This design comes from an exercise in tuning for small area and a short achievable clock period on the open sky130 flow, not from production work.
Power and IR drop assume default switching activity.

## gelu_lut_module
module gelu_lut_module (
    input                       clk,
    input                       rst_n,
    input                       in_valid,
    input      signed [15:0]    in_data,
    output reg                  out_valid,
    output reg signed [10:0]    out_data
);
    reg         v1, s1;
    reg  [9:0]  m1;
    wire [5:0]  c;
    wire        bp;
    wire [9:0]  xa = in_data[9:0];
    wire [9:0]  lowor;
    genvar gi;
    generate for (gi = 0; gi < 10; gi = gi + 1) begin : g_or
        assign lowor[gi] = |xa[gi:0];
    end endgenerate
    wire [5:0]  pos_lo = s1 ? 6'd0 : m1[5:0];
    wire [4:0]  hi     = s1 ? 5'd0 : {1'b0, m1[9:6]};
    wire [5:0]  lo     = pos_lo - c;
    wire        b      = s1 ? (|m1[9:1]) : bp;
    always @(posedge clk or negedge rst_n)
        if (!rst_n) begin v1 <= 1'b0; out_valid <= 1'b0; end
        else begin v1 <= in_valid; out_valid <= v1; end
    always @(posedge clk) begin
        s1 <= in_data[10];
        m1 <= xa ^ ({10{in_data[10]}} & {lowor[8:0], 1'b0});
        out_data <= {b ? hi - 5'd1 : hi, lo};
    end
    gelu_c u_c (.a(m1), .y({bp, c}));
endmodule
Size in the first run: ~2400 um2 of cells after synthesis.
clock: 5.0 ns
lec_check: 0
abc_area: 1
cap_margin: 70
core_margin: 2
core_utilization: 40
setup_slack_margin: 2.65
slew_margin: 70
tns_end_percent: 5
standard.sh (not shown) runs the stock make flow with config.mk's settings and CLKGATE_MAP_FILE= SYNTH_SCRIPT=/design/flow/synth_recipe.tcl, a recipe that flattens the netlist after the stock synthesis.
==> flow/flow/run.sh <==
#!/bin/bash
set -euo pipefail
args=()
while IFS= read -r line || [[ -n "$line" ]]; do
  [[ -z "$line" || "$line" == \#* ]] && continue
  args+=("$line")
done < flow/make_args.txt
bash standard.sh "${args[@]}" finish > run_make.log 2>&1
==> flow/flow/make_args.txt <==
ADDER_MAP_FILE=
BUFFER_PORTS_ARGS=-buffer_cell sky130_fd_sc_hd__buf_1
CTS_ARGS=-sink_clustering_enable -repair_clock_nets -dont_use_dummy_load
SETUP_MOVE_SEQUENCE=unbuffer,sizeup,swap
The first run completed with no timing, DRC or antenna violations.
Edit:
SETUP_SLACK_MARGIN = 2.5   (was 2.65)
Result:
- The changed run passed the timing, DRC and antenna checks
- clock-buffer cell count stays the same
- synthesized cell count stays the same
- wire length goes down by 1.1%
- sequential share of layout area climbs by 0.19 points
- synthesized area does not change
- power fell by 1.1%
- global-route usage hardly moves
- cell count does not change
- via count stays flat
- flip-flop and latch count does not change
- hold slack hardly moves
Edit:
==> flow/flow/run.sh (replaced) <==
#!/bin/bash
set -euo pipefail
bash standard.sh ADDER_MAP_FILE= \
  "BUFFER_PORTS_ARGS=-buffer_cell sky130_fd_sc_hd__buf_1" \
  "CTS_ARGS=-sink_clustering_enable -repair_clock_nets -dont_use_dummy_load" \
  finish > run_make.log 2>&1
SETUP_SLACK_MARGIN = not set   (was 2.5)
TNS_END_PERCENT = not set   (was 5)
removed: flow/flow/make_args.txt
What happened:
- The changed run finished clean
- via count went down slightly
- core utilization goes down by 1.2 points
- combinational power drops by a few percent
- hold slack barely changes
- cell count does not change
Edit:
==> flow/flow/run.sh (replaced) <==
#!/bin/bash
set -euo pipefail
args=()
while IFS= read -r line || [[ -n "$line" ]]; do
  [[ -z "$line" || "$line" == \#* ]] && continue
  args+=("$line")
done < flow/make_args.txt
bash standard.sh "${args[@]}" finish > run_make.log 2>&1
==> flow/flow/make_args.txt (new file) <==
ADDER_MAP_FILE=
BUFFER_PORTS_ARGS=-buffer_cell sky130_fd_sc_hd__buf_1
CTS_ARGS=-sink_clustering_enable -repair_clock_nets -dont_use_dummy_load
SETUP_SLACK_MARGIN = 2.55   (was not set)
TNS_END_PERCENT = 5   (was not set)
=>
- The new run finished clean
- hold slack is about the same
- count of clock-buffer cells in the layout stays the same
- clock power hardly moves
- total power increases by a few percent
- design area increases by a few percent
- clock skew barely changes
- fmax increases by a few percent
- critical path depth increases by 2
Edit:
SETUP_SLACK_MARGIN = 2.7   (was 2.55)
Effect:
- final area rises by 7.3%
- non-clock buffer count rises by 10
- power rises by 6.4%
- area after synthesis does not change
- first-iteration DRC count rises by 46%
No run of this note included a check of the RTL's function; only the layout flow was run.

==> afterwards: timing with drivers on the ports <==
The flow's constraints put no driver on any port. The routed layouts listed below were extracted and timed again, unchanged, in two steps. Step 1, drivers: a clkbuf_16 drives clk and a buf_2 each remaining input, both assumed. Step 2 also shifts input and output timing later by t, the mid clock arrival at the registers, as if the neighbouring blocks saw the same clock. a / b / c = ideal / step 1 / step 2; a / b = the first two.
run	t, ns	setup slack, ns	hold slack, ns	worst slew at a driven data input, ns	pins driven straight from the clock port
the first run	0.290	2.696 / 2.696 / 2.675	0.370 / 0.370 / 0.370	0.03	1
the second run	0.290	2.680 / 2.680 / 2.675	0.370 / 0.370 / 0.370	0.03	1
the third run	0.289	2.615 / 2.615 / 2.615	0.370 / 0.370 / 0.370	0.03	1
the fourth run	0.289	2.760 / 2.760 / 2.675	0.369 / 0.369 / 0.369	0.03	1
the fifth run	0.290	2.790 / 2.790 / 2.674	0.370 / 0.370 / 0.370	0.03	1
After both steps every run listed still meets setup and hold. For the fifth run, which loses most, drivers alone change the setup slack by 0.000 ns; drivers and shift together by -0.116 ns.
